This is an optimization exercise on Yosys and OpenROAD, whose aim is small area, not a production implementation.
Where RTL was checked, it was by simulation tests only, not by an equivalence proof against the original.
Only the layout flow was run in runs 2 to 5; the RTL was not checked for function there.
Power figures rest on the tool's default switching activity, not on a simulated workload.

File: run.sh
#!/bin/bash
# synth_recipe.tcl (not shown) runs the flow's synth.tcl, then flattens the netlist and writes it again
# the make line also repeats each setting of config.mk as NAME=value (left out here)
make -C /OpenROAD-flow-scripts/flow DESIGN_CONFIG=/design/flow/config.mk WORK_HOME=/design/flow/orfs CLKGATE_MAP_FILE= SYNTH_SCRIPT=/design/flow/synth_recipe.tcl finish
File: config.mk
export PLATFORM = sky130hd
export DESIGN_NAME = controlx
export DESIGN_NICKNAME = controlx
export VERILOG_FILES = /design/flow/design.v
export SDC_FILE = /design/flow/constraint.sdc
export NUM_CORES = 4
export LEC_CHECK = 0
export CAP_MARGIN = 20
export CORE_MARGIN = 2
export CORE_UTILIZATION = 40
export SLEW_MARGIN = 20
File: constraint.sdc
create_clock -name core_clock -period 10.0 [get_ports {clk}]
set_input_delay 2.0000 -clock core_clock [delete_from_list [all_inputs] [get_ports {clk}]]
set_output_delay 2.0000 -clock core_clock [all_outputs]
set_load 0.01 [all_outputs]
File: design.v
module controlx(
  input  wire        clk,
  input  wire [31:0] inp1, inp2,
  output wire [31:0] out,
  output wire        underflow,
  output wire        overflow
);
  reg  [5:0]  cnt;
  reg         bq;       
  reg  [24:0] acc;      
  reg  [22:0] mant;
  reg         nf;
  wire [63:0] bsel = {40'd0, 1'b1, inp2[22:0]};
  wire [23:0] ma   = {1'b1, inp1[22:0]};
  always @(posedge clk) begin
    cnt <= cnt + 6'd1;
    bq  <= bsel[cnt];
    acc <= {1'b0, acc[24:1]} + (bq ? {1'b0, ma} : 25'd0);
  end
  always @(posedge clk) begin
    if ((cnt == 6'd25 && !acc[24]) || (cnt == 6'd26 && acc[23])) begin
      mant <= acc[22:0];
      nf   <= cnt[1];
    end
  end
  wire [8:0] esum = {1'b0, inp1[30:23]} + {1'b0, inp2[30:23]};
  wire [9:0] d    = {1'b0, esum} - 10'd127;
  assign underflow = d[9];
  wire [8:0] st   = underflow ? 9'd1 : d[8:0];
  assign overflow  = st[8];
  assign out[31]    = inp1[31] ^ inp2[31];
  assign out[30:23] = st[7:0] + {7'd0, nf};
  assign out[22:0]  = mant;
endmodule
==> run summary, run 1 <==
The run finished with no timing, DRC or antenna violations. The first detailed-routing pass ran for 4 iterations. The run gives 3,011 as the number of global-route vias before repair.

Once the clock tree was built, the resizer swapped 0 gates to a different size. TritonCTS built the clock tree. The tools report the maximum root-to-sink buffer count as 2. The synthesized net count was 495; the portion of synthesized cell area occupied by the leading cell type was 19.14%. The path type of the worst min-delay path was reg -> reg. The run gives 2.090 ns as the pre-CTS worst setup slack. The proportion of synthesized flip-flops having asynchronous set or reset was 0%; the cell count after synthesis was 384. The die boundary height was 101.0 µm; the worst slew margin relative to its limit was 54.72%.

The number of nets in the layout was 583; the number of clock sinks was 56. In the routed layout, each cell is associated on average with a via count of 5.235. In the post-synthesis netlist, the biggest area contributors are sky130_fd_sc_hd__edfxtp_1 19%, sky130_fd_sc_hd__dfxtp_1 17%, sky130_fd_sc_hd__ha_1 15%. The clock transition at the register clock pins on the worst setup and hold paths after CTS came out at 0.10 ns. The worst reg-to-reg path cell count works out to 8. The beginning of the worst register-to-register path was bq.

The slack of the critical path was 2.113 ns. The actual slew at the worst max-slew pin was 0.6783 ns; the part of the Yosys area used for sequential elements was 36.16%. The data required time of the worst path is 8.00 ns.

The run gives 35 as the row count. The cell area after technology mapping was 0.003765 mm²; the cell area after layout was 0.004927 mm². The signed area change from the synthesized netlist to the final layout came out at 30.87%. Yosys mapped a number of flops with a built-in enable equal to 24. The clock arrives with 0.01054 ns of skew. Setup violations remaining at the end of the flow were counted as 0. Along the worst hold path, the cell count comes to 0. The die extent in x is 101.0 µm, and the number of top-level pins is 99. The most critical setup path has its startpoint at inp1[24]. After legalization and detailed placement, the total HPWL measured 6557 µm. The overall die area came out at 0.01020 mm². In this run the clock root is driven by a sky130_fd_sc_hd__clkbuf_8.

After global routing the overflow that remains totals 0. Of the cells placed in the final design, the portion with a size suffix greater than 1 is 5.285%. For the number of warnings issued by yosys, the log shows 1.

The count of antenna-violating nets left after detailed routing was 0. The time the worst path needs with I/O delays and setup works out to 7.887 ns. In this run, post-CTS hold repair placed 0 buffers. Overall power consumption after layout is estimated at 0.9894 mW. The launching element type of the critical path is an input port. The logs give 0 for the post-route DRC violation count and 5 for the number of buffers added by the clock tree synthesis step. The logs give 0 for the hold violation total from the final report and 5.89 ns for the data arrival time of the critical path. Across all layers, the routed design uses 3,057 vias. The count of buffers from port buffering was 98. Entering global routing, the biggest net connects 25 pins. The top flip-flop cell by instance count after synthesis is sky130_fd_sc_hd__dfxtp_1.

The run gives 0.8136 as the placer's final routability congestion estimate. Of all cell types, the one taking the most synthesized area is sky130_fd_sc_hd__edfxtp_1. VDD sags by at most 0.09007 mV. The synthesis-stage register bit count is 56. The maximum fanout count along the critical path came out at 9. The clock network latency to the later pin of the worst-skew pair is 0.30 ns, and the power per unit of standard cell area is 200.8 mW/mm².

For the number of antenna violations at the first check in global routing, the log shows 0. STA classifies the critical path endpoint as an output pin. The tool flagged a number of max-cap violations equal to 0. The netlist uses 56 different library cells. The post-CTS setup-driven buffer insertion count is 0, and the final-report max-slew violation count is 0. In this run, the number of DRC markers left after iteration 0 of detailed routing was 65. The first global-routing pass estimated 13,660 µm of wire.

The final critical path takes up 78.87% of the cycle. The critical path is of the in -> out type. The H-tree level count is 2. For this run, the total global-route usage over all layers was measured as 16.69%. After detailed routing, the average wire length per cell comes to 14.47 µm.

Static timing analysis puts the maximum clock frequency at 0.1268 GHz. The number of antenna diodes in the final layout is 0. The post-route setup TNS was 0 ns; the starting density of the core was 40.94%. Setup repair after global routing left no endpoint under its margin. Across all register-to-register paths, the minimum setup slack is 7.01 ns. The analysis attributes to cell leakage a power of 1.979 nW. The average cell area after synthesis came out at 9.804 µm². The cell area after placement was 0.004820 mm²; the final routed wirelength across all metal layers was 8448 µm.

In this run the most critical hold path is launched from acc[0]. The core area came out at 0.009196 mm².
[power breakdown]
group	internal, mW	leakage (nW)	switching (mW)
combinational	0.232	1.44	0.267
sequential	0.311	0.481	0.0309
clock	0.0746	0.0552	0.0737
[final timing paths]
| kind | end |
|---|---|
| hold reg to reg | mant[0] |
| setup / recovery | out[29] |
| hold / removal | mant[0] |
| setup reg to reg | acc[21] |
[worst max-delay path, stage by stage]
cell and delay, ns:
sky130_fd_sc_hd__clkdlybuf4s50_1 0.41, sky130_fd_sc_hd__ha_1 0.30, sky130_fd_sc_hd__ha_1 0.24, sky130_fd_sc_hd__fa_1 0.41
sky130_fd_sc_hd__a21oi_1 0.19, sky130_fd_sc_hd__o211ai_1 0.14, sky130_fd_sc_hd__a21oi_1 0.23, sky130_fd_sc_hd__o21a_1 0.31
sky130_fd_sc_hd__nand2b_1 0.16, sky130_fd_sc_hd__ha_1 0.16, sky130_fd_sc_hd__ha_1 0.18, sky130_fd_sc_hd__nand2_1 0.06
sky130_fd_sc_hd__nor2_1 0.17, sky130_fd_sc_hd__nand3_1 0.11, sky130_fd_sc_hd__xor2_1 0.16, sky130_fd_sc_hd__nor2_1 0.09
sky130_fd_sc_hd__clkdlybuf4s50_1 0.54
[area by class of cell]
cell class              instances  area (µm²)
fillers                       879        4269
clock buffers                   6       72.57
multi-input cells             293        2267
flip-flops and latches         56        1361
inverters                      17       63.81
repair buffers                 99       988.4
well taps                     111       138.9
clock inverters                 2       35.03
[cell families (layout without fill, tap and decap cells)]
logic type / Yosys count / count (layout) / synth area share [%]
xor gates and xnor gates: 35 / 35 / 8.142
adders and majority gates: 46 / 46 / 15.69
DFF: 56 / 56 / 36.16
muxes: 9 / 9 / 4.387
AOI/OAI and AO/OA: 90 / 90 / 16.12
and+or+nand+nor: 113 / 113 / 15.72
buffers and inverters: 35 / 124 / 3.788
[registers in the layout, summed over array words and instances (netlist names)]
signal	cells
nf	1
cnt	6
bq	1
mant	23
acc	25
[stage by stage]
step	hold WS, ns	util (%)	std cells
global route	0.4547	53.58	584
detailed placement	0.4067	52.41	576
finish	0.4310	53.58	584
global placement	0.4078	52.41	576
floorplan	0.3855	-	384
CTS	0.4365	53.58	584
[routing by layer]
layer	vias to the layer above	global-route usage [%]	part of all wire [%]
li1	1563	-	-
met5	-	0	0
met1	1412	22.29	46
met2	75	28.72	48
met4	0	4.054	1.3
met3	7	2.150	5.1
[Yosys cell counts, types with 2 or more instances]
cell                       number
sky130_fd_sc_hd__a31oi_1        5
sky130_fd_sc_hd__nand3b_1       2
sky130_fd_sc_hd__mux4_2         6
sky130_fd_sc_hd__buf_2          8
sky130_fd_sc_hd__clkbuf_1       9
sky130_fd_sc_hd__nand4_1        6
sky130_fd_sc_hd__o21ai_0       14
sky130_fd_sc_hd__inv_1         17
sky130_fd_sc_hd__xnor2_1       18
sky130_fd_sc_hd__a21o_1         7
sky130_fd_sc_hd__nand2_1       19
sky130_fd_sc_hd__dfxtp_1       32
sky130_fd_sc_hd__nor3_1         5
sky130_fd_sc_hd__fa_1           2
sky130_fd_sc_hd__ha_1          44
sky130_fd_sc_hd__o22ai_1        2
sky130_fd_sc_hd__nor2_1        23
sky130_fd_sc_hd__nand3_1       16
sky130_fd_sc_hd__a21oi_1       28
sky130_fd_sc_hd__xor2_1        17
sky130_fd_sc_hd__o21a_1         8
sky130_fd_sc_hd__a211oi_1       3
sky130_fd_sc_hd__and2_1        26
sky130_fd_sc_hd__mux2i_1        3
sky130_fd_sc_hd__nand2b_1       2
sky130_fd_sc_hd__nor2b_1        6
sky130_fd_sc_hd__a21oi_2        3
sky130_fd_sc_hd__or3b_1         2
sky130_fd_sc_hd__edfxtp_1      24
[layout by cell type (no fill, tap or decap), types with 2 or more instances in the layout]
cell,count
sky130_fd_sc_hd__nor3_1,5
sky130_fd_sc_hd__and2_1,26
sky130_fd_sc_hd__a21o_1,7
sky130_fd_sc_hd__a31oi_1,5
sky130_fd_sc_hd__nand3b_1,2
sky130_fd_sc_hd__o21ai_0,14
sky130_fd_sc_hd__o21a_1,8
sky130_fd_sc_hd__mux4_2,6
sky130_fd_sc_hd__xor2_1,17
sky130_fd_sc_hd__a211oi_1,3
sky130_fd_sc_hd__nor2b_1,6
sky130_fd_sc_hd__ha_1,44
sky130_fd_sc_hd__clkdlybuf4s50_1,98
sky130_fd_sc_hd__o22ai_1,2
sky130_fd_sc_hd__nand2b_1,2
sky130_fd_sc_hd__or3b_1,2
sky130_fd_sc_hd__dfxtp_1,32
sky130_fd_sc_hd__nand4_1,6
sky130_fd_sc_hd__fa_1,2
sky130_fd_sc_hd__nand2_1,19
sky130_fd_sc_hd__nor2_1,23
sky130_fd_sc_hd__clkbuf_8,5
sky130_fd_sc_hd__nand3_1,16
sky130_fd_sc_hd__inv_1,17
sky130_fd_sc_hd__edfxtp_1,24
sky130_fd_sc_hd__a21oi_2,3
sky130_fd_sc_hd__mux2i_1,3
sky130_fd_sc_hd__xnor2_1,18
sky130_fd_sc_hd__a21oi_1,28
==> inputs of run 2 (changes only) <==
==> design.v (replaced) <==
module fa(
  input  wire a, b, ci,
  output wire s, co
);
  assign s  = a ^ b ^ ci;
  assign co = (a & b) | (a & ci) | (b & ci);
endmodule
module controlx(
  input  wire        clk,
  input  wire [31:0] inp1, inp2,
  output wire [31:0] out,
  output wire        underflow,
  output wire        overflow
);
  reg  [5:0]  cnt;
  reg         bq;       
  reg  [24:0] acc;      
  reg  [22:0] mant;
  reg         nf;
  wire [63:0] bsel = {40'd0, 1'b1, inp2[22:0]};
  wire [23:0] ma   = {1'b1, inp1[22:0]};
  always @(posedge clk) begin
    cnt <= cnt + 6'd1;
    bq  <= bsel[cnt];
    acc <= sum;
  end
  wire [23:0] x = acc[24:1];
  wire [23:0] y = ma & {24{bq}};
  wire [24:0] c;
  wire [24:0] sum;
  assign c[0] = 1'b0;
  genvar i;
  generate for (i = 0; i < 24; i = i + 1) begin : rc
    fa u (.a(x[i]), .b(y[i]), .ci(c[i]), .s(sum[i]), .co(c[i+1]));
  end endgenerate
  assign sum[24] = c[24];
  always @(posedge clk) begin
    if ((cnt == 6'd25 && !acc[24]) || (cnt == 6'd26 && acc[23])) begin
      mant <= acc[22:0];
      nf   <= cnt[1];
    end
  end
  wire [7:0] ea = inp1[30:23];
  wire [7:0] eb = inp2[30:23];
  wire [8:0] ec;
  wire [7:0] E;
  assign ec[0] = nf;
  generate for (i = 0; i < 8; i = i + 1) begin : ex
    fa u (.a(ea[i]), .b(eb[i]), .ci(ec[i]), .s(E[i]), .co(ec[i+1]));
  end endgenerate
  wire [7:0] ic;
  assign ic[0] = 1'b1;
  generate for (i = 0; i < 7; i = i + 1) begin : inc
    assign ic[i+1] = ic[i] & E[i];
  end endgenerate
  wire [7:0] e = (E ^ ic) ^ 8'h80;
  assign underflow = ~ec[8] & ~E[7] & (nf | ~ic[7]);
  assign overflow  = ec[8] & (E[7] | (~nf & ic[7]));
  assign out[31]    = inp1[31] ^ inp2[31];
  assign out[30:23] = underflow ? {6'd0, nf, ~nf} : e;
  assign out[22:0]  = mant;
endmodule
--- a/config.mk
+++ b/config.mk
@@ -7,5 +7,7 @@
 export LEC_CHECK = 0
 export CAP_MARGIN = 20
 export CORE_MARGIN = 2
-export CORE_UTILIZATION = 40
+export CORE_UTILIZATION = 70
 export SLEW_MARGIN = 20
+export SYNTH_HIERARCHICAL = 1
+export SYNTH_MINIMUM_KEEP_SIZE = 0
==> run 2 against run 1 <==
- synthesized cell count fell by 55%
- the flow now stops in global placement (3_3_place_gp)
- synthesized area fell by 29%
==> run summary, run 2 <==
For this design the top-level I/O count stands at 99. Sorting the synthesized cells by area gives the leading types as sky130_fd_sc_hd__edfxtp_1 27%, sky130_fd_sc_hd__dfxtp_1 24%, sky130_fd_sc_hd__fa_1 24%. The average instance in the mapped netlist occupies 15.40 µm². Among all flip-flop cells after synthesis, the most frequent one is sky130_fd_sc_hd__dfxtp_1.

The flow did not finish. Of the post-synthesis cell area, the dominant cell type holds 26.90%. The die extent in x was 65.86 µm. The run gives 0.002679 mm² as the cell area after technology mapping. Yosys mapped a number of flops with a built-in enable equal to 24. The tool reported: "[ERROR GPL-0301] Utilization 106.563 % exceeds 100%". For the number of warnings issued by yosys, the log shows 7. Buffers placed on the I/O ports in this run total 98. In the synthesized netlist, the cells that appear most often are 32 x sky130_fd_sc_hd__dfxtp_1, 32 x sky130_fd_sc_hd__fa_1, 24 x sky130_fd_sc_hd__edfxtp_1. The part of the Yosys area used for sequential elements is 50.82%, and the number of library cell types mapped by synthesis is 28. It got as far as global placement (3_3_place_gp) and failed there.

When the netlist entered floorplanning its net count stood at 280. Counting every instance in the synthesized netlist gives 174. Proportion of synthesized flip-flops having asynchronous set or reset: 0%. The synthesized design contains 56 register bits. Row count: 22. The die boundary height was 65.86 µm.

Of all cell types, the one taking the most synthesized area is sky130_fd_sc_hd__edfxtp_1. For this configuration, the core starts out at a cell density of 73.17%.
-- run 2: changes by cell type after synthesis, sizes merged, moves of 7 or more --
cell,delta
nor2,-20
o21a,-8
a21oi,-30
xnor2,-16
buf,-7
nand3,-13
xor2,-14
fa,+30
a21o,-7
inv,-12
o21ai,-15
nand2,-16
ha,-35
-- run 2: modules after synthesis, one instance, submodules excluded --
module / cell area (µm²) / times used / flip-flops and latches
controlx: 2038 / 1 / 56
fa: 20.02 / 32 / 0
-- run 2: cells by family after synthesis --
family,count (synthesis),synth area share [%]
AOI/OAI and AO/OA,5,1.448
and+or+nand+nor,44,9.715
adders and majority gates,41,28.12
muxes,12,6.446
buffers and inverters,10,1.681
other,1,0.1400
DFF,56,50.82
xor gates and xnor gates,5,1.635
==> inputs of run 3 (changes only) <==
==> flow/run.sh (new file) <==
#!/bin/bash
# The standard layout, with the smallest buffer on the ports.
set -euo pipefail
bash standard.sh BUFFER_PORTS_ARGS="-buffer_cell sky130_fd_sc_hd__buf_1" finish > make.log 2>&1
==> standard.sh (new file) <==
#!/bin/bash
# synth_recipe.tcl (not shown) runs the flow's synth.tcl, then flattens the netlist and writes it again
# the make line also repeats each setting of config.mk as NAME=value (left out here)
make -C /OpenROAD-flow-scripts/flow DESIGN_CONFIG=/design/flow/config.mk WORK_HOME=/design/flow/orfs CLKGATE_MAP_FILE= SYNTH_SCRIPT=/design/flow/synth_recipe.tcl "${@:-finish}"
removed: run.sh
==> run 3 against run 2 <==
- the layout now fails its checks (setup timing)
- synthesized cell count stayed put
- synthesized area stayed put
==> run summary, run 3 <==
The run finished, with violations left. In this run the layout check failures are setup timing. Counting every sink on the clock net gives 56.

The switching share of power was 31.69%; the slack of the critical path was -0.5060 ns. The largest registers in the layout are acc (25), mant (23), cnt (6). For the worst flop-to-flop path, the logic depth is 26. The tools report the fmax as 0.09518 GHz. The post-route netlist has 15.47% of its cells at a drive strength greater than 1. Flip-flop count of the largest register, all copies and words added: 25. The path type of the worst min-delay path was reg -> reg. The floorplan step defined a core boundary enclosing 0.003661 mm².

The HPWL after detailed placement is 4037 µm. The tools report the number of hold buffers added after cts as 0. In the routed layout, each cell is associated on average with a via count of 5.126. The worst register-to-register path has a setup slack of 0.73 ns. The later pin in the worst-skew pair is clocked with a latency of 0.31 ns. For this run, the number of Yosys warnings is 7. For the cell area after layout, the log shows 0.003261 mm².

The run gives -1.153 ns as the post-route setup TNS. The die is 65.86 µm wide. The maximum fanout count along the critical path works out to 1. Routability-driven placement finished with a final weighted congestion of 0.7482.

The count of nets left with antenna violations once routing finished came out at 0. Most area-hungry cell type in the Yosys netlist: sky130_fd_sc_hd__edfxtp_1. The portion of total power attributed to sequential cells is 53.2%.

After synthesis, the cell types taking the most area are sky130_fd_sc_hd__edfxtp_1 27%, sky130_fd_sc_hd__dfxtp_1 24%, sky130_fd_sc_hd__fa_1 24%. For the worst setup path, the data required time is 10.19 ns. In this run the number of H-tree levels came out at 2. After synthesis, the largest area contributor takes up 26.90% of total cell area. After detailed placement, the total cell area comes to 0.003169 mm². The detailed-route via count was 1,671; the signed area change from the synthesized netlist to the final layout was 21.72%. When the netlist entered floorplanning its net count stood at 280.

In the synthesized netlist, the number of instances is 174. The maximum root-to-sink buffer count came out at 2. The logs give 7907 µm for the first-pass GRT wire length and 0 for the post-cts gate resize count. Clock tree synthesis inserted a total of 5 buffers. The die covers 0.004338 mm². TritonCTS built the clock tree. After floorplanning, the core was divided into 22 placement rows. STA puts the critical path data arrival time at 10.70 ns.

The repair_antennas step left the layout with diodes totalling 0. For the number of antenna violations at the first check in global routing, the log shows 0. The register containing the most flip-flops in the final layout was acc. Setup repair after global routing could not meet its margin everywhere.

In the layout the commonest cells are 98 x sky130_fd_sc_hd__buf_1, 32 x sky130_fd_sc_hd__dfxtp_1, 24 x sky130_fd_sc_hd__edfxtp_1, 23 x sky130_fd_sc_hd__fa_2, 22 x sky130_fd_sc_hd__and2_1. The worst setup path is captured at a flip-flop. The post-route DRC violation count was 0; the average cell area after synthesis was 15.40 µm². The logs give 28.6% for the part of the total power dissipated in combinational logic and 0 for the number of maximum-capacitance violations. By count the netlist is led by 32 x sky130_fd_sc_hd__dfxtp_1, 32 x sky130_fd_sc_hd__fa_1, 24 x sky130_fd_sc_hd__edfxtp_1. The worst slew margin relative to its limit is 56.51%, and the pre-CTS worst setup slack is -0.8507 ns.

Static leakage power: 1.163 nW. In the synthesized netlist the async set-or-reset flop fraction comes to 0%. Number of library cell types mapped by synthesis: 28. The synthesis-stage register bit count was 56; the detailed-router iteration count before antenna repair was 4. Measured along the y axis, the die boundary spans 65.86 µm. Entering global routing, the biggest net connects 25 pins. Mean routed wirelength per cell: 15.11 µm.

The starting density of the core is 73.17%. The logs give 0.009629 ns for the worst clock skew on the final layout and 99 for the number of top-level pins. The combined global-route utilization of all metal layers came out at 25.69%. The synthesized design contains 24 enable-type register cells. In this run the most critical hold path is launched from acc[0]. The part of the power in the clock network was 18.1%; the utilization after layout was 89.06%. After layout, the worst path uses 105.1% of the clock period. For hold timing, the worst endpoint is mant[0]. The count of buffers from port buffering is 98. The tools report the hold violation total from the final report as 0.

Counting instances, the worst hold path has a depth of 0. Summing the sequential cell areas from Yosys gives 50.82% of the chip area. Setup violations remaining at the end of the flow were counted as 3.

For the cell area after technology mapping, the log shows 0.002679 mm². The remaining global-route overflow was 0. The tools report the final routed wirelength across all metal layers as 4927 µm.

The top flip-flop cell by instance count after synthesis is sky130_fd_sc_hd__dfxtp_1. The commonest non-fill, non-tap cell in the layout is sky130_fd_sc_hd__buf_1. The tools report the post-CTS setup-driven buffer insertion count as 0. The time the worst path needs with I/O delays and setup is 10.51 ns. Internal power comes to 0.4661 mW. Worst setup path category: in -> reg. The launching element type of the critical path is an input port. The end of the worst register-to-register path is acc[23]. After the first detailed-routing iteration, the DRC count stood at 83. The switching power came out at 0.2162 mW.

The clock transition at the register clock pins on the worst setup and hold paths after CTS works out to 0.10 ns. The tools report the clock tree root buffer cell as sky130_fd_sc_hd__clkbuf_8. For the pin with the worst max-slew slack, the measured transition is 0.6510 ns. The logs give 383 for the number of nets in the layout and 0.2004 mV for the worst-case vdd ir drop. The number of global-route vias before repair came out at 1,761. The startpoint identified for the worst register-to-register timing path is bq. The final-report max-slew violation count is 0, and the power per unit of standard cell area is 209.2 mW/mm².
-- run 3: cell counts after synthesis --
Identical to the previous run, type by type.
-- run 3: per-layer routing --
metal / share of wire (%) / vias to the layer above / global-route usage [%]
met3: 6.6 / 7 / 6.814
li1: - / 789 / -
met1: 35 / 818 / 28.88
met2: 57 / 57 / 47.73
met4: 1.1 / 0 / 7.031
met5: 0 / - / 0
-- run 3: through the flow --
step / total power, mW / cells / hold slack (ns)
after floorplan: 0.4732 / 174 / 0.3855
after global placement: 0.5283 / 318 / 0.3889
after detailed placement: 0.5639 / 318 / 0.3921
after CTS: 0.6884 / 326 / 0.4168
after global routing: 0.7264 / 326 / 0.4330
final: 0.6823 / 326 / 0.4147
-- run 3: critical path, stage by stage --
cell and delay (ns):
sky130_fd_sc_hd__buf_1 0.07, sky130_fd_sc_hd__and2_4 0.15, sky130_fd_sc_hd__fa_2 0.35, sky130_fd_sc_hd__fa_2 0.34, sky130_fd_sc_hd__fa_2 0.36, sky130_fd_sc_hd__fa_2 0.35, sky130_fd_sc_hd__fa_2 0.35, sky130_fd_sc_hd__fa_2 0.35
sky130_fd_sc_hd__fa_2 0.35, sky130_fd_sc_hd__fa_2 0.35, sky130_fd_sc_hd__fa_2 0.35, sky130_fd_sc_hd__fa_2 0.34, sky130_fd_sc_hd__fa_2 0.35, sky130_fd_sc_hd__fa_2 0.35, sky130_fd_sc_hd__fa_2 0.34, sky130_fd_sc_hd__fa_2 0.34
sky130_fd_sc_hd__fa_2 0.36, sky130_fd_sc_hd__fa_2 0.35, sky130_fd_sc_hd__fa_2 0.34, sky130_fd_sc_hd__fa_2 0.35, sky130_fd_sc_hd__fa_2 0.36, sky130_fd_sc_hd__fa_2 0.37, sky130_fd_sc_hd__fa_2 0.35, sky130_fd_sc_hd__fa_2 0.35
sky130_fd_sc_hd__fa_2 0.34, sky130_fd_sc_hd__fa_1 0.42
-- run 3: cells by family after synthesis --
| kind of cell | share of synthesized area, % |
|---|---|
| buffers and inverters | 1.681 |
| AO/OA/AOI/OAI | 1.448 |
| flip-flops | 50.82 |
| XOR/XNOR | 1.635 |
| adder cells (fa/ha/maj) | 28.12 |
| other | 0.1400 |
| AND/OR/NAND/NOR | 9.715 |
| multiplexers | 6.446 |
-- run 3: Yosys stat by module, one instance, submodules excluded --
module,cell area (µm²),flip-flops and latches
controlx,2038,56
fa,20.02,0
-- run 3: cell type report --
type                            count  area, µm²
Clock inverter                      3      22.52
Sequential cell                    56       1361
Inverter                            5      18.77
Clock buffer                        5      68.82
Timing Repair Buffer              101      390.4
Tap cell                           48      60.06
Fill cell                         177      400.4
Multi-Input combinational cell    108       1339
-- run 3: worst max path at each step --
stage,start,endpoint
2_1_floorplan,inp1[0],acc[23]
3_3_place_gp,inp1[0],acc[23]
3_5_place_dp,inp1[0],acc[23]
4_1_cts,inp1[0],acc[23]
5_1_grt,inp1[0],acc[23]
6_report,inp1[0],acc[23]
-- run 3: power by group through the flow --
| stage | Clock (mW) | Combinational (mW) | Sequential, mW |
|---|---|---|---|
| 6_report | 0.124 | 0.195 | 0.363 |
| 5_1_grt | 0.132 | 0.222 | 0.372 |
| 4_1_cts | 0.124 | 0.199 | 0.366 |
| 3_5_place_dp | 0 | 0.192 | 0.371 |
| 3_3_place_gp | 0 | 0.161 | 0.367 |
| 2_1_floorplan | 0 | 0.115 | 0.358 |
==> inputs of run 4 (changes only) <==
--- a/design.v
+++ b/design.v
@@ -4,6 +4,13 @@
 );
   assign s  = a ^ b ^ ci;
   assign co = (a & b) | (a & ci) | (b & ci);
+endmodule
+module ha(
+  input  wire a, b,
+  output wire s, co
+);
+  assign s  = a ^ b;
+  assign co = a & b;
 endmodule
 module controlx(
   input  wire        clk,
@@ -14,6 +21,7 @@
 );
   reg  [5:0]  cnt;
   reg         bq;       
+  reg  [1:0]  yq;       
   reg  [24:0] acc;      
   reg  [22:0] mant;
   reg         nf;
@@ -22,15 +30,16 @@
   always @(posedge clk) begin
     cnt <= cnt + 6'd1;
     bq  <= bsel[cnt];
+    yq  <= inp1[1:0] & {2{bsel[cnt]}};
     acc <= sum;
   end
   wire [23:0] x = acc[24:1];
-  wire [23:0] y = ma & {24{bq}};
+  wire [23:0] y = {ma[23:2] & {22{bq}}, yq};
   wire [24:0] c;
   wire [24:0] sum;
-  assign c[0] = 1'b0;
   genvar i;
-  generate for (i = 0; i < 24; i = i + 1) begin : rc
+  ha u0 (.a(x[0]), .b(y[0]), .s(sum[0]), .co(c[1]));
+  generate for (i = 1; i < 24; i = i + 1) begin : rc
     fa u (.a(x[i]), .b(y[i]), .ci(c[i]), .s(sum[i]), .co(c[i+1]));
   end endgenerate
   assign sum[24] = c[24];
==> run 4 against run 3 <==
- the run now finishes clean
- sequential share of layout area down 0.30 points
- die area up 2.3%
- fmax increased by 6.6%
- register-to-register slack gained 0.40 ns
- synthesized area increased by 2.5%
- critical endpoint unchanged
==> run summary, run 4 <==
The run finished with no timing, DRC or antenna violations. The die covers 0.004438 mm². The actual slew at the worst max-slew pin works out to 0.7077 ns.

The combined global-route utilization of all metal layers is 31.35%, and the detailed placement HPWL is 4074 µm. For the final-report max-slew violation count, the log shows 0. For the worst setup path, the data arrival time is 10.07 ns.

Setup repair after global routing left no endpoint under its margin. The clock period could shrink to 9.857 ns. By area, the combinational part of the netlist is dominated by adder cells.

The mapped netlist covers 0.002745 mm². The logs give 52.75% for the worst slew margin relative to its limit and 9425 µm for the first-pass GRT wire length. Sorting the synthesized cells by how often they occur yields 34 x sky130_fd_sc_hd__dfxtp_1, 31 x sky130_fd_sc_hd__fa_1, 24 x sky130_fd_sc_hd__edfxtp_1.

In this run the worst hold path is classified as reg -> reg. The largest registers in the layout are acc (25), mant (23), cnt (6). The share of post-route cells with drive strength above 1 is 13.18%, and the count of buffers from port buffering is 98. Number of antenna violations at the first check in global routing: 0. The tools report the beginning of the worst register-to-register path as acc[1]. The run gives 185 as the cell count after synthesis. The clock network latency to the later pin of the worst-skew pair was 0.33 ns. The tools report the number of maximum-capacitance violations as 0. In the routed design, unresolved DRC markers number 0.

By startpoint and endpoint, the worst setup path is classified as in -> reg. The library cell used most frequently in the layout, excluding fill and tap cells, is sky130_fd_sc_hd__buf_1. Setup violations remaining at the end of the flow were counted as 0. The flip-flop count of the largest register, all copies and words added is 25.

Once layout is done, the placed cells without fillers occupy 0.003381 mm². The number of global-route vias before repair was 1,985; the synthesized-area fraction occupied by xor and xnor cells was 1.595%. The pin count of the biggest net entering global routing was 23; the count of antenna-violating nets left after detailed routing was 0.

The maximum fanout count along the critical path came out at 1. The clock transition at the register clock pins on the worst setup and hold paths after CTS is 0.06 ns, and the worst clock skew on the final layout is 0.006041 ns. The share of synthesized cell area in full adder, half adder and majority cells is 27.16%. For this block, the initial DRC count from the detailed router was 66. The run gives 22 as the row count.

Counting flops with a built-in enable in the synthesized netlist gives 24. The synthesized net count was 291; the hold violation total from the final report was 0. After Yosys synthesis, and, or, nand and nor cells account for 10.67% of the synthesized area. Counting cells, the worst reg-to-reg path comes to 24. Routability-driven placement finished with a final weighted congestion of 0.7246. The biggest area contributor in the post-synthesis netlist is sky130_fd_sc_hd__edfxtp_1.

The worst-case IR drop observed on VDD is 0.1458 mV. After global routing the overflow that remains totals 0. The multi-input combinational cells in the finished layout cover a total of 0.001350 mm². Number of warnings issued by yosys: 7. The routed via count divided by cell count works out to 5.343.

In this run the mean area of a mapped cell was 14.84 µm². End of the worst register-to-register path: acc[23]. The path with the worst hold slack has its endpoint at mant[0]. Timing analysis after detailed placement gives a worst setup slack of -0.3241 ns.

The cell area after placement was 0.003213 mm². In this run, post-CTS hold repair placed 0 buffers. The tools report the starting density of the core as 73.87%. In the synthesized netlist, mux cells make up 5.880% of the area. The detailed-router iteration count before antenna repair is 4. Registers take 0.001401 mm².

STA classifies the critical path endpoint as a flip-flop. Counting instances, the worst hold path has a depth of 0. In this run the count of I/O pins placed on the die edge is 99. The synthesized netlist devotes 1.732% of its cell area to compound gates. Clock tree root buffer cell: sky130_fd_sc_hd__clkbuf_8. Clock tree synthesis found a total of 58 sinks.

0 antenna diodes ended up in the layout. Static timing analysis puts the maximum clock frequency at 0.1014 GHz. The top flip-flop cell by instance count after synthesis was sky130_fd_sc_hd__dfxtp_1. TritonCTS built the clock tree. The synthesized netlist contains 27 unique library cells. Buffers inserted during clock tree synthesis total 9. The tools report the H-tree level count as 3. From bottom edge to top edge, the die measures 66.62 µm. The detailed-route via count is 1,838. Across all setup checks in the final design, the least slack found is 0.1426 ns.

The number of nets in the layout is 397, and the portion of synthesized cell area occupied by the leading cell type is 26.25%. The run gives 1.13 ns as the register-to-register setup slack. After filler insertion, the fill cell instance count of the layout stands at 164.

Relative to the synthesized area, the layout overhead comes to 23.15%. The data required time of the worst path was 10.21 ns; the core area was 0.003716 mm². The dominant cell by count in the synthesized netlist is sky130_fd_sc_hd__dfxtp_1. After layout, the worst path uses 98.57% of the clock period. The die is 66.62 µm wide. The clock passes through at most 2 buffers.

The mean routed wirelength per cell works out to 17.74 µm. For this design the ratio of total power to cell area is 214.1 mW/mm². The tools report the part of the Yosys area used for sequential elements as 51.05%. The worst setup path is launched from an input port.

Of all flip-flops after synthesis, the portion carrying an async set or reset was 0%. Ranked by total cell area, the synthesized netlist is headed by sky130_fd_sc_hd__edfxtp_1 26%, sky130_fd_sc_hd__dfxtp_1 25%, sky130_fd_sc_hd__fa_1 23%. For the static leakage power, the log shows 1.263 nW. In this run, synthesis produced a sequential element count of 58. Final routed wirelength across all metal layers: 6104 µm. Leaving out fill and tap cells, the most frequent cells in the layout are 98 x sky130_fd_sc_hd__buf_1, 34 x sky130_fd_sc_hd__dfxtp_1, 24 x sky130_fd_sc_hd__edfxtp_1, 21 x sky130_fd_sc_hd__and2_1, 21 x sky130_fd_sc_hd__fa_2. Ranked by flip-flop count, first place goes to acc. The worst hold path begins at acc[0].
## run 4: worst max-delay path by stage
stage | start | end | slack, ns | depth (start not counted)
global route | inp1[2] | acc[23] | 0.03 | 24
finish | inp1[2] | acc[23] | 0.14 | 24
detailed placement | inp1[2] | acc[23] | -0.32 | 24
global placement | inp1[2] | acc[23] | -0.11 | 24
CTS | inp1[2] | acc[23] | 0.05 | 24
floorplan | inp1[2] | acc[23] | 0.03 | 23
## run 4: logic make-up (layout without fill, tap and decap cells)
group / Yosys count / count (layout)
AND/OR/NAND/NOR: 49 / 49
AO/OA/AOI/OAI: 7 / 7
buffers and inverters: 12 / 123
XOR/XNOR: 5 / 5
multiplexers: 13 / 13
adder cells (fa/ha/maj): 41 / 41
flip-flops: 58 / 58
## run 4: critical path, stage by stage
cell and delay, ns:
sky130_fd_sc_hd__buf_1 0.07, sky130_fd_sc_hd__and2_1 0.18, sky130_fd_sc_hd__fa_2 0.39, sky130_fd_sc_hd__fa_2 0.36
sky130_fd_sc_hd__fa_2 0.35, sky130_fd_sc_hd__fa_2 0.36, sky130_fd_sc_hd__fa_2 0.36, sky130_fd_sc_hd__fa_2 0.34
sky130_fd_sc_hd__fa_2 0.35, sky130_fd_sc_hd__fa_2 0.34, sky130_fd_sc_hd__fa_2 0.36, sky130_fd_sc_hd__fa_2 0.35
sky130_fd_sc_hd__fa_2 0.36, sky130_fd_sc_hd__fa_2 0.35, sky130_fd_sc_hd__fa_2 0.34, sky130_fd_sc_hd__fa_2 0.34
sky130_fd_sc_hd__fa_2 0.35, sky130_fd_sc_hd__fa_2 0.35, sky130_fd_sc_hd__fa_2 0.36, sky130_fd_sc_hd__fa_2 0.35
sky130_fd_sc_hd__fa_2 0.34, sky130_fd_sc_hd__fa_2 0.34, sky130_fd_sc_hd__fa_2 0.34, sky130_fd_sc_hd__fa_1 0.42
## run 4: modules after synthesis, one instance, submodules excluded
| module | copies in the design | area [µm²] | cells inside |
|---|---|---|---|
| controlx | 1 | 2112 | 153 |
| fa | 31 | 20.02 | 1 |
| ha | 1 | 12.51 | 1 |
## run 4: area by class of cell
| class | count | area share (%) |
|---|---|---|
| tap | 48 | 1.776 |
| timing repair buffer | 100 | 11.32 |
| multi-input combinational | 115 | 39.93 |
| sequential | 58 | 41.45 |
| inverter | 7 | 0.7772 |
| clock buffer | 16 | 4.737 |
## run 4: power by group
group          switching [mW]  leakage [nW]  total (mW)  internal (mW)
combinational          0.0830         0.686       0.172         0.0887
clock                  0.0818        0.0790       0.179         0.0974
sequential             0.0524         0.498       0.373          0.321
## run 4: stage by stage
step | power, mW | utilization [%] | instances | hold WS, ns | setup TNS [ns]
2_1_floorplan | 0.4607 | - | 185 | 0.3855 | 0
3_3_place_gp | 0.5103 | 86.46 | 328 | 0.3858 | -0.1501
3_5_place_dp | 0.5337 | 86.46 | 328 | 0.3947 | -0.5824
4_1_cts | 0.7268 | 90.84 | 344 | 0.4088 | 0
5_1_grt | 0.7681 | 90.98 | 344 | 0.4243 | 0
6_report | 0.7240 | 90.98 | 344 | 0.4119 | 0
## run 4: what timing repair did
action	CTS	global route
gates resized for setup	1	2
endpoints found under the setup margin	1	2
setup buffers	0	0
endpoints found under the hold margin	0	0
pin swaps	0	0
## run 4: metal layers
metal	routed length, µm	up-vias	GRT usage (%)
met5	0	-	0
met4	322	0	17.35
met3	360	31	12.33
met2	3290	82	55.13
met1	2131	892	31.34
li1	-	833	-
==> inputs of run 5 (changes only) <==
--- a/design.v
+++ b/design.v
@@ -21,7 +21,7 @@
 );
   reg  [5:0]  cnt;
   reg         bq;       
-  reg  [1:0]  yq;       
+  reg  [2:0]  yq;       
   reg  [24:0] acc;      
   reg  [22:0] mant;
   reg         nf;
@@ -30,11 +30,11 @@
   always @(posedge clk) begin
     cnt <= cnt + 6'd1;
     bq  <= bsel[cnt];
-    yq  <= inp1[1:0] & {2{bsel[cnt]}};
+    yq  <= inp1[2:0] & {3{bsel[cnt]}};
     acc <= sum;
   end
   wire [23:0] x = acc[24:1];
-  wire [23:0] y = {ma[23:2] & {22{bq}}, yq};
+  wire [23:0] y = {ma[23:3] & {21{bq}}, yq};
   wire [24:0] c;
   wire [24:0] sum;
   genvar i;
--- a/config.mk
+++ b/config.mk
@@ -7,7 +7,10 @@
 export LEC_CHECK = 0
 export CAP_MARGIN = 20
 export CORE_MARGIN = 2
-export CORE_UTILIZATION = 70
+export CORE_UTILIZATION = 75
+export CTS_BUF_LIST = sky130_fd_sc_hd__clkbuf_4
+export CTS_CLUSTER_DIAMETER = 200
+export CTS_CLUSTER_SIZE = 30
 export SLEW_MARGIN = 20
 export SYNTH_HIERARCHICAL = 1
 export SYNTH_MINIMUM_KEEP_SIZE = 0
==> run 5 against run 4 <==
- still clean on timing, DRC and antenna
- wire length is 15% higher
- first-iteration DRC count is 95% higher
- combinational power is 4% higher
- synthesized cell count is 1.6% higher
- critical path type unchanged
==> run summary, run 5 <==
Dividing the detail-routed wire length by the instance count gives 20.35 µm. Yosys printed 7 warnings. The run finished with no timing, DRC or antenna violations. The tools report the number of library cell types mapped by synthesis as 29. After synthesis the cells add up to 0.002778 mm². At the end of routability-driven placement, the weighted congestion stood at 0.7216. Including well taps, the total number of placed cells is 329. The routed layout has 1,985 vias. Number of global-route vias before repair: 2,136. For this design, the slowest cell found on the critical path is sky130_fd_sc_hd__fa_1.

The portion of synthesized cell area occupied by the leading cell type came out at 25.95%. In this run the vertical extent of the chip is 64.86 µm. The tools report the register-to-register setup slack as 0.68 ns.

CTS saw 59 sinks. For this run the aggregate overflow at the end of global routing stands at 0. Routed signal wires occupy layers up through met4. At the end of the flow, the number of nets in the layout was 398. Measured against its own limit, the worst slew margin works out to 50.79%. The detailed router finished its first iteration with 129 violations. Worst setup path category: in -> reg. For this run, the register share of the synthesized area comes to 51.17%. TritonCTS built the clock tree.

The commonest cells after synthesis are 35 x sky130_fd_sc_hd__dfxtp_1, 31 x sky130_fd_sc_hd__fa_1, 24 x sky130_fd_sc_hd__edfxtp_1. Summing internal, switching and leakage power gives 0.7758 mW. The register containing the most flip-flops in the final layout is acc.

The overall die area is 0.004206 mm², and the switching share of power is 30.41%. Once detailed placement completed, the half-perimeter wirelength came to 4376 µm. For the worst setup path, the data arrival time is 10.15 ns. In the synthesized netlist, the number of instances is 188. Sorting the synthesized cells by area gives the leading types as sky130_fd_sc_hd__edfxtp_1 26%, sky130_fd_sc_hd__dfxtp_1 25%, sky130_fd_sc_hd__fa_1 22%.

The most area-hungry cell type in the Yosys netlist is sky130_fd_sc_hd__edfxtp_1. Summed over all layers, the routed wires come to 7021 µm. The synthesized design contains 59 register bits.

The length of routed met3 wiring is 540 µm. The most used flip-flop cell after synthesis is sky130_fd_sc_hd__dfxtp_1. Setup violations remaining at the end of the flow were counted as 0. Setup repair after global routing left no endpoint under its margin.

The fmax came out at 0.1015 GHz. The run gives 0 as the number of antenna violations at the first check in global routing. For the switching power, the log shows 0.2359 mW. In this run the mean area of a mapped cell was 14.77 µm².

The maximum root-to-sink buffer count came out at 2. The signal on the critical path passes through buf_1 > and2_1 > fa_1 > fa_1 > fa_1 > fa_1 > fa_2 > fa_2 > fa_1 > fa_2 > fa_2 > fa_1 > fa_2 > fa_2 > fa_2 > fa_2 > fa_2 > fa_2 > fa_2 > fa_2 > fa_2 > fa_2 > fa_1. TritonCTS created 9 clock buffers. The maximum fanout count along the critical path was 1; the actual slew at the worst max-slew pin was 0.7371 ns. The first global-routing pass estimated 10,930 µm of wire. The post-CTS setup-driven buffer insertion count is 0, and the portion of total power attributed to sequential cells is 48.7%.

The library cell used most frequently in the layout, excluding fill and tap cells, is sky130_fd_sc_hd__buf_1. The family with the most delay on the worst path is adder cells. Dividing total power by cell area gives a power density of 228.8 mW/mm². Starting density of the core: 77.03%. Across the routed clock network, the largest skew measured is 0.01222 ns.

For the synthesized net count, the log shows 294. The register with the most flip-flops in the layout has 25 of them. The largest registers in the layout are acc (25), mant (23), cnt (6).

The clock network burns 28.2% of the power. The proportion of synthesized flip-flops having asynchronous set or reset works out to 0%. The part of the total power dissipated in combinational logic is 23.1%, and the count of buffers from port buffering is 98.

The worst-case vdd ir drop came out at 0.2156 mV. The die is 64.86 µm wide. The final-report max-slew violation count came out at 0.

The launching element type of the critical path is an input port. Pin placement for this block handled 99 I/O pins. Time the worst path needs with I/O delays and setup: 9.855 ns. Compared with the post-synthesis result, the final layout area differs by 22.07%.

The run gives 0 ns as the post-route setup TNS. For this design the static power due to leakage is 1.258 nW. The run gives 37.79% as the combined global-route utilization of all metal layers. The post-route netlist has 12.12% of its cells at a drive strength greater than 1. After detailed routing, the number of remaining DRC violations is 0.

In this run the number of H-tree levels came out at 3. STA classifies the critical path endpoint as a flip-flop. Max-cap violations in this run came to 0. The floorplan has 22 rows. In this run the worst hold path is classified as reg -> reg. The wire length the detailed router placed on met1 was 2350 µm.

The number of synthesized flops with an enable pin is 24, and the final non-filler cell total is 345. The hold violation total from the final report was 0; the clock transition at the register clock pins on the worst setup and hold paths after CTS was 0.11 ns. The routed via count divided by cell count is 5.754. Clock tree root buffer cell: sky130_fd_sc_hd__clkbuf_4. The number of buffers and inverters on the critical path is 1. The dominant cell by count in the synthesized netlist is sky130_fd_sc_hd__dfxtp_1.

The core area is 0.003606 mm². Most numerous cell on the critical path: sky130_fd_sc_hd__fa_2. The delay of the slowest critical-path stage was 0.43 ns; the data required time of the worst path was 10.30 ns.

The logs give 0 for the count of antenna-violating nets left after detailed routing and 0.5399 mW for the cell-internal power. The met2 layer wire length in the routed design is 3646 µm. 0 antenna diodes ended up in the layout.

The clock reaches the later pin of the worst-skew pair after 0.41 ns. After layout, the worst path uses 98.55% of the clock period. Entering global routing, the biggest net connects 25 pins. The library cells used most frequently in the layout, excluding fill and tap cells, are 98 x sky130_fd_sc_hd__buf_1, 35 x sky130_fd_sc_hd__dfxtp_1, 24 x sky130_fd_sc_hd__edfxtp_1, 20 x sky130_fd_sc_hd__and2_1, 17 x sky130_fd_sc_hd__fa_1. The detailed-router iteration count before antenna repair is 4.
[run 5: layer usage]
metal	track usage, %	up-vias
li1	-	845
met1	39.68	950
met2	65.98	143
met3	11.98	47
met4	22.34	0
met5	0	-
[run 5: through the flow]
step	setup slack (ns)	util (%)	cell area [µm²]	hold slack, ns
after floorplan	0.01092	-	2798	0.3855
after global placement	-0.2423	88.55	3193	0.3881
after detailed placement	-0.3367	88.55	3193	0.4056
after CTS	0.008086	93.75	3381	0.4315
after global routing	0.03234	94.03	3391	0.4436
final	0.1450	94.03	3391	0.4379
[run 5: final timing paths]
kind                            startpoint       to  cells after the start
worst min-delay path                acc[0]  mant[0]                      0
worst max register to register      acc[1]  acc[23]                     24
worst min register to register      acc[0]  mant[0]                      0
worst max-delay path               inp1[3]  acc[23]                     23
[run 5: kinds of logic (layout without fill, tap and decap cells)]
kind of cell | Yosys count | after routing | share of synthesized area (%)
multiplexers | 13 | 13 | 5.676
flip-flops | 59 | 59 | 51.17
AO/OA/AOI/OAI | 8 | 8 | 2.027
adder cells (fa/ha/maj) | 41 | 41 | 26.85
XOR/XNOR | 5 | 5 | 1.577
AND/OR/NAND/NOR | 47 | 47 | 9.820
buffers and inverters | 15 | 124 | 2.883
[run 5: modules after synthesis, one instance, submodules excluded]
module,flip-flops and latches,cell area (µm²),cells inside,times used
controlx,59,2145,156,1
ha,0,12.51,1,1
fa,0,20.02,1,31
[run 5: layout make-up]
type / instances / area, µm²
Multi-Input combinational cell: 114 / 1318
Clock buffer: 9 / 67.56
Tap cell: 48 / 60.06
Sequential cell: 59 / 1421
Timing Repair Buffer: 99 / 375.4
Clock inverter: 7 / 115.1
Inverter: 9 / 33.78
Fill cell: 98 / 215.2
[run 5: power groups by stage]
stage	sequential, mW	combinational [mW]	clock (mW)
2_1_floorplan	0.366	0.0933	0
3_3_place_gp	0.377	0.127	0
3_5_place_dp	0.381	0.152	0
4_1_cts	0.377	0.166	0.219
5_1_grt	0.386	0.198	0.229
6_report	0.378	0.179	0.219
[run 5: timing repair]
| item | 4_1_cts | 5_1_grt |
|---|---|---|
| pin swaps | 0 | 0 |
| hold buffers | 0 | 0 |
| gates resized for setup | 2 | 4 |
| endpoints found under the setup margin | 2 | 2 |
| endpoints found under the hold margin | 0 | 0 |
==> inputs of run 6 (changes only) <==
--- a/design.v
+++ b/design.v
@@ -21,7 +21,7 @@
 );
   reg  [5:0]  cnt;
   reg         bq;       
-  reg  [2:0]  yq;       
+  reg  [4:0]  yq;       
   reg  [24:0] acc;      
   reg  [22:0] mant;
   reg         nf;
@@ -30,11 +30,11 @@
   always @(posedge clk) begin
     cnt <= cnt + 6'd1;
     bq  <= bsel[cnt];
-    yq  <= inp1[2:0] & {3{bsel[cnt]}};
+    yq  <= inp1[4:0] & {5{bsel[cnt]}};
     acc <= sum;
   end
   wire [23:0] x = acc[24:1];
-  wire [23:0] y = {ma[23:3] & {21{bq}}, yq};
+  wire [23:0] y = {ma[23:5] & {19{bq}}, yq};
   wire [24:0] c;
   wire [24:0] sum;
   genvar i;
==> flow/run.sh (replaced) <==
#!/bin/bash
# The standard layout, with the smallest buffer on the ports and a clock tree
# of few large buffers without dummy loads.
set -euo pipefail
bash standard.sh \
  BUFFER_PORTS_ARGS="-buffer_cell sky130_fd_sc_hd__buf_1" \
  CTS_ARGS="-sink_clustering_enable -repair_clock_nets -dont_use_dummy_load -buf_list sky130_fd_sc_hd__clkbuf_16 -sink_clustering_size 64 -sink_clustering_max_diameter 500" \
  finish > make.log 2>&1
--- a/config.mk
+++ b/config.mk
@@ -8,9 +8,7 @@
 export CAP_MARGIN = 20
 export CORE_MARGIN = 2
 export CORE_UTILIZATION = 75
-export CTS_BUF_LIST = sky130_fd_sc_hd__clkbuf_4
-export CTS_CLUSTER_DIAMETER = 200
-export CTS_CLUSTER_SIZE = 30
+export SETUP_SLACK_MARGIN = 0.1
 export SLEW_MARGIN = 20
 export SYNTH_HIERARCHICAL = 1
 export SYNTH_MINIMUM_KEEP_SIZE = 0
==> run 6 against run 5 <==
- still clean on timing, DRC and antenna
- combinational power is 18% higher
- critical path type is now reg -> reg
- utilization is 1.5 points higher
- wire length is 22% higher
- clock power is 15% higher
- clock skew hardly changed
==> run summary, run 6 <==
The library cells used most frequently in the layout, excluding fill and tap cells, are 98 x sky130_fd_sc_hd__buf_1, 37 x sky130_fd_sc_hd__dfxtp_1, 24 x sky130_fd_sc_hd__fa_1, 24 x sky130_fd_sc_hd__edfxtp_1, 18 x sky130_fd_sc_hd__and2_1. On the final layout, the worst clock skew is 0.01194 ns. For this configuration, the core starts out at a cell density of 77.96%. Max-cap violations in this run came to 0. In the final layout, the registers with the most flip-flops are acc (25), mant (23), cnt (6). The launching element type of the critical path was a flip-flop. The number of top-level pins came out at 99. Register containing the most flip-flops in the final layout: acc. The multi-input combinational cells in the finished layout cover a total of 0.001355 mm². The run gives 0 ns as the post-route setup TNS. The worst setup path is of the reg -> reg kind.

Global routing finished with a remaining overflow of 0. The filler cells instantiated in the layout total 78. The logs give 43.26% for the combined global-route utilization of all metal layers and 0.003661 mm² for the core area. Final routed wirelength across all metal layers: 8577 µm. The detail route stage leaves a number of antenna-violating nets equal to 0. The run gives 0 as the final-report max-slew violation count. The clock network accounts for 29.3% of the total power. In this run the biggest area consumer among cell types represents 25.95% of the synthesized area. Before CTS, the worst setup slack after placement is 0.02704 ns. For the data required time of the worst path, the log shows 10.19 ns. Die extent in x: 65.69 µm. The utilization after layout is 95.49%, and the overall die area is 0.004315 mm².

In the finished design, the share of the clock period the worst path needs comes to 96.98%. After detailed routing, the number of vias per cell comes to 6.324. The tools report the placer's final routability congestion estimate as 0.7527. Along the worst path, the maximum fanout reaches 2. The cell area after technology mapping was 0.002854 mm². In the synthesized netlist, the number of instances is 185. The share of total power dissipated in combinational logic is 24.7%. After synthesis, the netlist uses 31 different library cells. TritonCTS built the clock tree.

The run gives 336 as the final non-filler cell total. The portion of total power attributed to sequential cells is 45.9%, and the static leakage power is 1.284 nW. Once detailed placement completed, the half-perimeter wirelength came to 4433 µm. Summing the sequential cell areas from Yosys gives 51.21% of the chip area.

The tools report the diode insertion count for antenna repair as 0. In the synthesized netlist the dominant register cell turns out to be sky130_fd_sc_hd__dfxtp_1. The most area-hungry cell type in the Yosys netlist is sky130_fd_sc_hd__dfxtp_1.

The detailed-router iteration count before antenna repair is 5. Static timing analysis puts the maximum clock frequency at 0.1031 GHz. Setup repair after global routing left no endpoint under its margin. For the number of hold buffers added after cts, the log shows 0. The initialized floorplan defines 22 standard-cell rows. After detailed placement, the total cell area comes to 0.003253 mm².

Across all register-to-register paths, the minimum setup slack is 0.30 ns. The run gives 0.32 ns as the clock network latency to the later pin of the worst-skew pair. The number of antenna violations at the first check in global routing was 0. The run gives 0.8557 mW as the total power draw. The detailed-route via count was 2,125. The run gives 0.5954 mW as the cell-internal power. The average cell area after synthesis was 15.43 µm².

The tools report the endpoint kind of the worst setup timing path as a flip-flop. The tree built by TritonCTS fans out to 61 sinks. The commonest cells after synthesis are 37 x sky130_fd_sc_hd__dfxtp_1, 31 x sky130_fd_sc_hd__fa_1, 24 x sky130_fd_sc_hd__edfxtp_1. The logs give 0 for the post-route DRC violation count and 2,288 for the number of global-route vias before repair. The run finished with no timing, DRC or antenna violations.

The synthesis-stage register bit count is 61, and the switching share of power is 30.42%. Across the VDD grid, the largest voltage drop is 0.2015 mV. With fillers left out, the area of the finished cells amounts to 0.003496 mm². The number of warnings issued by yosys came out at 7. The footprint of the flip-flops and latches was 0.001461 mm²; the hold slack was 0.4064 ns. Clock tree root buffer cell: sky130_fd_sc_hd__clkbuf_16. The data arrival time of the critical path was 9.89 ns; the count of buffers from port buffering was 98. The number of buffers added by the clock tree synthesis step is 9.

The path class of the tightest hold or removal check is reg -> reg. Slack of the critical path: 0.3022 ns. Measured along the y axis, the die boundary spans 65.69 µm.

After synthesis, the share of flip-flops with an asynchronous set or reset is 0%. The clock transition at the register clock pins on the worst setup and hold paths after CTS was 0.05 ns. Entering global routing, the biggest net connects 25 pins. The switching power is 0.2603 mW. The dominant cell by count in the synthesized netlist was sky130_fd_sc_hd__dfxtp_1.

In this run the power density over the cells is 244.8 mW/mm². Leaving out fill and tap cells, the most frequent cell in the layout is sky130_fd_sc_hd__buf_1. The mean routed wirelength per cell was 25.53 µm; the maximum root-to-sink buffer count was 2. At the pin with the least slew margin, the transition time is 0.8050 ns.

For the hold violation total from the final report, the log shows 0. In this run, the number of DRC markers left after iteration 0 of detailed routing was 256. Setup violations remaining at the end of the flow were counted as 0. First-pass GRT wire length: 12,600 µm.

When the netlist entered floorplanning its net count stood at 291. The H-tree generated during clock tree synthesis spans 3 levels. After synthesis, the cell types taking the most area are sky130_fd_sc_hd__dfxtp_1 26%, sky130_fd_sc_hd__edfxtp_1 25%, sky130_fd_sc_hd__fa_1 22%.

The run gives 0 as the post-CTS setup-driven buffer insertion count. Relative to the synthesized area, the layout overhead comes to 22.49%. Counting tap cells, the placed design contains a total of 327 instances. The register with the most flip-flops in the layout has 25 of them. The share of post-route cells with drive strength above 1 is 10.76%, and the number of nets in the layout is 396.

Counting flops with a built-in enable in the synthesized netlist gives 24. Measured against its own limit, the worst slew margin works out to 46.25%. The routed design could run at a clock period as short as 9.698 ns.
==> run 6: cell types whose count changed in the layout (fill, tap and decap cells not counted), sizes merged, moves of 2 or more <==
cell,previous run,this run
a21boi,0,5
inv,10,5
and2,20,18
bufinv,3,0
mux2i,9,7
clkinv,2,0
nand2,5,7
nand3,6,2
dfxtp,35,37
a31oi,3,0
==> run 6: critical path, stage by stage, from the launching register on <==
cell and delay, ns:
sky130_fd_sc_hd__dfxtp_1 0.32, sky130_fd_sc_hd__ha_1 0.24, sky130_fd_sc_hd__fa_2 0.37, sky130_fd_sc_hd__fa_1 0.39, sky130_fd_sc_hd__fa_1 0.41, sky130_fd_sc_hd__fa_2 0.37, sky130_fd_sc_hd__fa_2 0.36, sky130_fd_sc_hd__fa_1 0.40
sky130_fd_sc_hd__fa_1 0.40, sky130_fd_sc_hd__fa_1 0.39, sky130_fd_sc_hd__fa_1 0.42, sky130_fd_sc_hd__fa_1 0.41, sky130_fd_sc_hd__fa_2 0.39, sky130_fd_sc_hd__fa_1 0.39, sky130_fd_sc_hd__fa_1 0.39, sky130_fd_sc_hd__fa_1 0.39
sky130_fd_sc_hd__fa_1 0.39, sky130_fd_sc_hd__fa_1 0.39, sky130_fd_sc_hd__fa_1 0.41, sky130_fd_sc_hd__fa_2 0.37, sky130_fd_sc_hd__fa_2 0.36, sky130_fd_sc_hd__fa_1 0.39, sky130_fd_sc_hd__fa_1 0.42, sky130_fd_sc_hd__fa_2 0.36
sky130_fd_sc_hd__fa_1 0.43
==> run 6: final timing paths <==
check	from	end	cells past startpoint
max	acc[1]	acc[23]	24
min	acc[0]	mant[0]	0
max reg2reg	acc[1]	acc[23]	24
min reg2reg	acc[0]	mant[0]	0
==> run 6: routing by layer <==
| layer | vias to the layer above | global-route usage [%] | share of wire [%] |
|---|---|---|---|
| met5 | - | 0 | 0 |
| met4 | 0 | 30.73 | 6.4 |
| met3 | 58 | 10.96 | 9.8 |
| met2 | 215 | 76.01 | 53 |
| met1 | 1020 | 44.31 | 31 |
| li1 | 832 | - | - |
==> run 6: kinds of logic (layout without fill, tap and decap cells) <==
group | after synthesis | after routing | synth area share (%)
flops | 61 | 61 | 51.21
simple gates | 43 | 43 | 8.374
fa+ha+maj | 41 | 41 | 26.13
compound gates | 13 | 13 | 5.261
mux | 12 | 12 | 5.349
buf+inv | 10 | 113 | 2.148
xor+xnor | 5 | 5 | 1.535
==> run 6: cell type report <==
cell class,instances,area share [%]
repair buffers,99,10.74
multi-input cells,114,38.76
flip-flops and latches,61,41.80
well taps,48,1.718
inverters,5,0.5369
clock buffers,9,6.442
==> run 6: modules after synthesis (local to each module, per instance) <==
module / cell area, µm² / copies in the design
fa: 20.02 / 31
controlx: 2221 / 1
ha: 12.51 / 1
==> run 6: power groups by stage <==
stage	logic [mW]	clock network [mW]	registers, mW
final	0.212	0.251	0.393
after CTS	0.198	0.249	0.392
after floorplan	0.106	0	0.376
after global placement	0.143	0	0.383
after detailed placement	0.168	0	0.390
after global routing	0.223	0.258	0.400
==> run 6: timing repair <==
item                                    CTS  global route
endpoints found under the setup margin    2             2
resized for setup                         3             4
pin swaps                                 0             0
==> inputs of run 7 (changes only) <==
==> flow/run.sh (replaced) <==
#!/bin/bash
# The standard layout, with the smallest buffer on the ports and a clock tree
# of few large buffers without dummy loads.
set -euo pipefail
bash standard.sh \
  BUFFER_PORTS_ARGS="-buffer_cell sky130_fd_sc_hd__buf_1" \
  CTS_ARGS="-sink_clustering_enable -repair_clock_nets -dont_use_dummy_load -buf_list sky130_fd_sc_hd__clkbuf_8 -sink_clustering_size 32 -sink_clustering_max_diameter 300" \
  finish > make.log 2>&1
==> run 7 against run 6 <==
- sequential share of layout area increased by 1.2 points
- wire length decreased by 23%
- power decreased by 14%
- clock skew increased by 0.0033 ns
- still clean
- first-iteration DRC count decreased by 45%
- synthesized area unchanged
- sequential cell count unchanged
- die area unchanged
==> run summary, run 7 <==
The run finished with no timing, DRC or antenna violations. The run gives 0.02704 ns as the pre-CTS worst setup slack. The commonest non-fill, non-tap cell in the layout is sky130_fd_sc_hd__buf_1.

The utilization after layout is 92.72%, and the detailed-router iteration count before antenna repair is 4. Post-synthesis mux area share: 5.349%. The run gives 1,921 as the detailed-route via count. Worst setup path category: reg -> reg.

After synthesis, the largest family of logic cells by area is adder cells. After clock tree synthesis, the flow added hold-fix buffers numbering 0. The first global-routing pass estimated 10,290 µm of wire. The clock reaches the later pin of the worst-skew pair after 0.32 ns.

Of all nets on the critical path, the largest fanout is 2. For this run, asynchronously set or reset flops after synthesis account for 0%. After synthesis, the largest area contributor takes up 25.95% of total cell area. The starting density of the core is 77.96%, and the signed area change from the synthesized netlist to the final layout is 18.94%.

The design draws 0.7379 mW. In this run the horizontal extent of the chip is 65.69 µm. The number of global-route vias before repair is 2,153.

Setup repair after global routing left no endpoint under its margin. The run gives 2 as the maximum root-to-sink buffer count. The endpoint kind of the worst setup timing path is a flip-flop.

The H-tree level count is 3, and the post-route DRC violation count is 0. Core area: 0.003661 mm². Summed over all instances, the cell type with the most area after synthesis is sky130_fd_sc_hd__dfxtp_1.

Entering global routing, the biggest net connects 25 pins. The final routed wirelength across all metal layers was 6597 µm; the part of the Yosys area used for sequential elements was 51.21%. The number of antenna diodes in the final layout is 0. The launching element type of the critical path is a flip-flop.

In this run, synthesis produced a sequential element count of 61. Period utilization: 97.19%. In the layout the commonest cells are 98 x sky130_fd_sc_hd__buf_1, 37 x sky130_fd_sc_hd__dfxtp_1, 24 x sky130_fd_sc_hd__fa_1, 24 x sky130_fd_sc_hd__edfxtp_1, 18 x sky130_fd_sc_hd__and2_1. The congestion estimate from routability-driven global placement came to 0.7527. The number of maximum-capacitance violations came out at 0. The largest registers in the layout are acc (25), mant (23), cnt (6).

The tools report the worst clock skew on the final layout as 0.01525 ns. Cells with a size suffix above 1 make up 10.76% of the layout. TritonCTS built the clock tree.

Measured against its own limit, the worst slew margin works out to 51.47%. For the synthesized net count, the log shows 291. The run gives 0.1029 GHz as the fmax. Across every metal layer, demand over resource in global routing totals 34.09%. The final-report max-slew violation count is 0. The number of synthesized flops with an enable pin came out at 24.

The detail route stage leaves a number of antenna-violating nets equal to 0. The Yosys step of the flow raised 7 warnings. The logs give 61 for the number of clock sinks and 9.90 ns for the data arrival time of the critical path. During placement, the flow inserted port buffers numbering 98. The run gives 0 as the hold violation total from the final report. The time the worst path needs with I/O delays and setup came out at 9.719 ns. The data required time of the worst path came out at 10.19 ns. The top flip-flop cell by instance count after synthesis was sky130_fd_sc_hd__dfxtp_1. The number of top-level pins is 99. In the final timing run, aggregate negative setup slack is 0 ns. The detailed placement HPWL is 4433 µm.

For the pin with the worst max-slew slack, the measured transition is 0.7096 ns. After floorplanning, the core was divided into 22 placement rows. Number of antenna violations at the first check in global routing: 0. In the final design database the tool counted 396 nets. Sorting the synthesized cells by area gives the leading types as sky130_fd_sc_hd__dfxtp_1 26%, sky130_fd_sc_hd__edfxtp_1 25%, sky130_fd_sc_hd__fa_1 22%. The register with the most flip-flops in the layout has 25 of them. Summing every instance area after synthesis gives 0.002854 mm². Counting instances in the post-synthesis netlist gives the leading cell types as 37 x sky130_fd_sc_hd__dfxtp_1, 31 x sky130_fd_sc_hd__fa_1, 24 x sky130_fd_sc_hd__edfxtp_1. The floorplan step set the die height to 65.69 µm.

Dividing the synthesized area by the synthesized cell count gives 15.43 µm². Counting flops per register, the top entry is acc. The die covers 0.004315 mm². Area fraction in compound gates after synthesis: 5.261%. Across all hold checks on the routed design, the worst slack comes to 0.4089 ns. Remaining global-route overflow: 0. The worst-case IR drop observed on VDD is 0.1650 mV. The run gives 0.2811 ns as the slack of the critical path. The dominant cell by count in the synthesized netlist is sky130_fd_sc_hd__dfxtp_1. In this run the worst hold path is classified as reg -> reg.

The tools report the post-CTS setup-driven buffer insertion count as 0. In this run, the number of DRC markers left after iteration 0 of detailed routing was 141. The cell count after synthesis is 185. In this run, CTS created clock tree buffers numbering 9. The tools report the clock tree root buffer cell as sky130_fd_sc_hd__clkbuf_8.

The synthesized-area fraction occupied by xor and xnor cells is 1.534%, and the power per unit of standard cell area is 217.4 mW/mm². The routed via count divided by cell count is 5.717. Clock-pin slew was measured on the worst setup and hold paths at 0.07 ns. The simple-gate portion of the synthesized area was 8.374%; the number of library cell types mapped by synthesis was 31. In the final routed layout, each cell accounts on average for 19.63 µm. The run gives 0 as the final-report setup violation count. Of the total synthesized cell area, the portion taken by full adders, half adders and majority gates is 26.13%. For the static leakage power, the log shows 1.238 nW.
[run 7: cell counts after synthesis]
Identical to the previous run, type by type.
[run 7: modules after synthesis, one instance, submodules excluded]
module	area [µm²]	flops+latches	cells inside	copies in the design
controlx	2221	61	153	1
ha	12.51	0	1	1
fa	20.02	0	1	31
[run 7: worst paths after layout]
check / from / end / slack, ns / cells after the start
max: acc[1] / acc[23] / 0.28 / 24
min: acc[0] / mant[0] / 0.41 / 0
max reg2reg: acc[1] / acc[23] / 0.28 / 24
min reg2reg: acc[0] / mant[0] / 0.41 / 0
[run 7: stage by stage]
| stage | std cells | area, µm² |
|---|---|---|
| after floorplan | 185 | 2854 |
| after global placement | 327 | 3253 |
| after detailed placement | 327 | 3253 |
| after CTS | 336 | 3385 |
| after global routing | 336 | 3395 |
| final | 336 | 3395 |
[run 7: cell type report]
class,instances,area (µm²)
Clock buffer,9,123.9
Fill cell,126,266.5
Inverter,5,18.77
Multi-Input combinational cell,114,1355
Sequential cell,61,1461
Tap cell,48,60.06
Timing Repair Buffer,99,375.4
[run 7: where the power goes]
| part | switching [mW] | leakage [nW] | internal, mW | total (mW) |
|---|---|---|---|---|
| sequential | 0.0512 | 0.523 | 0.335 | 0.387 |
| clock | 0.0776 | 0.0647 | 0.0800 | 0.158 |
| combinational | 0.0967 | 0.650 | 0.0970 | 0.194 |
| total | 0.226 | 1.24 | 0.512 | 0.738 |
[run 7: logic make-up (layout without fill, tap and decap cells)]
group	Yosys count	after routing
DFF	61	61
and+or+nand+nor	43	43
adders and majority gates	41	41
AOI/OAI and AO/OA	13	13
muxes	12	12
buffers and inverters	10	113
xor gates and xnor gates	5	5
[run 7: per-layer routing]
layer	up-vias	GRT usage, %	routed length (µm)
met4	0	20.57	364
li1	832	-	-
met5	-	2.778	0
met3	30	8.219	434
met1	933	35.00	2226
met2	126	61.62	3571
[run 7: what timing repair did]
item	in CTS	in global routing
resized for setup	3	4
cloned	0	0
setup endpoints to repair	2	2
[run 7: critical path, stage by stage (launching register included)]
cell,delay [ns]
sky130_fd_sc_hd__dfxtp_1,0.33
sky130_fd_sc_hd__ha_1,0.23
sky130_fd_sc_hd__fa_1,0.40
sky130_fd_sc_hd__fa_2,0.37
sky130_fd_sc_hd__fa_2,0.37
sky130_fd_sc_hd__fa_2,0.37
sky130_fd_sc_hd__fa_1,0.39
sky130_fd_sc_hd__fa_1,0.39
sky130_fd_sc_hd__fa_1,0.40
sky130_fd_sc_hd__fa_1,0.41
sky130_fd_sc_hd__fa_1,0.41
sky130_fd_sc_hd__fa_1,0.41
sky130_fd_sc_hd__fa_2,0.37
sky130_fd_sc_hd__fa_1,0.39
sky130_fd_sc_hd__fa_1,0.38
sky130_fd_sc_hd__fa_1,0.39
sky130_fd_sc_hd__fa_2,0.38
sky130_fd_sc_hd__fa_2,0.37
sky130_fd_sc_hd__fa_1,0.40
sky130_fd_sc_hd__fa_1,0.41
sky130_fd_sc_hd__fa_2,0.37
sky130_fd_sc_hd__fa_1,0.39
sky130_fd_sc_hd__fa_1,0.40
sky130_fd_sc_hd__fa_1,0.39
sky130_fd_sc_hd__fa_1,0.44

## re-timing with driven ports
How much do the figures lean on ideal ports? The routed layouts below were timed once more, with nothing changed but the port constraints. Step 1, drivers: a clkbuf_16 drives clk and a buf_2 each remaining input, both assumed. Step 2 moves the port delays by t, midway between the first and last clock arrival at a register: inputs arrive t later, outputs are due t later. That takes back most of the time a late clock gives input paths. Slacks: no drivers / after step 1 / after step 2; pairs: no drivers / after step 1.
run	shift t [ns]	setup WS [ns]	worst setup path at the end
run 1	0.331	2.113 / 2.083 / 2.083	input to output
run 3	0.334	-0.506 / -0.501 / -0.835	input to register
run 4	0.350	0.143 / 0.147 / -0.203	input to register
run 5	0.428	0.145 / 0.143 / -0.285	input to register
run 6	0.347	0.302 / 0.302 / 0.137	input to register
run 7	0.340	0.281 / 0.281 / 0.091	input to register
Met with ideal ports but missed after step 2: setup timing in run 4 and run 5. For run 5, which loses most, drivers alone change the setup slack by -0.002 ns; drivers and shift together by -0.430 ns.
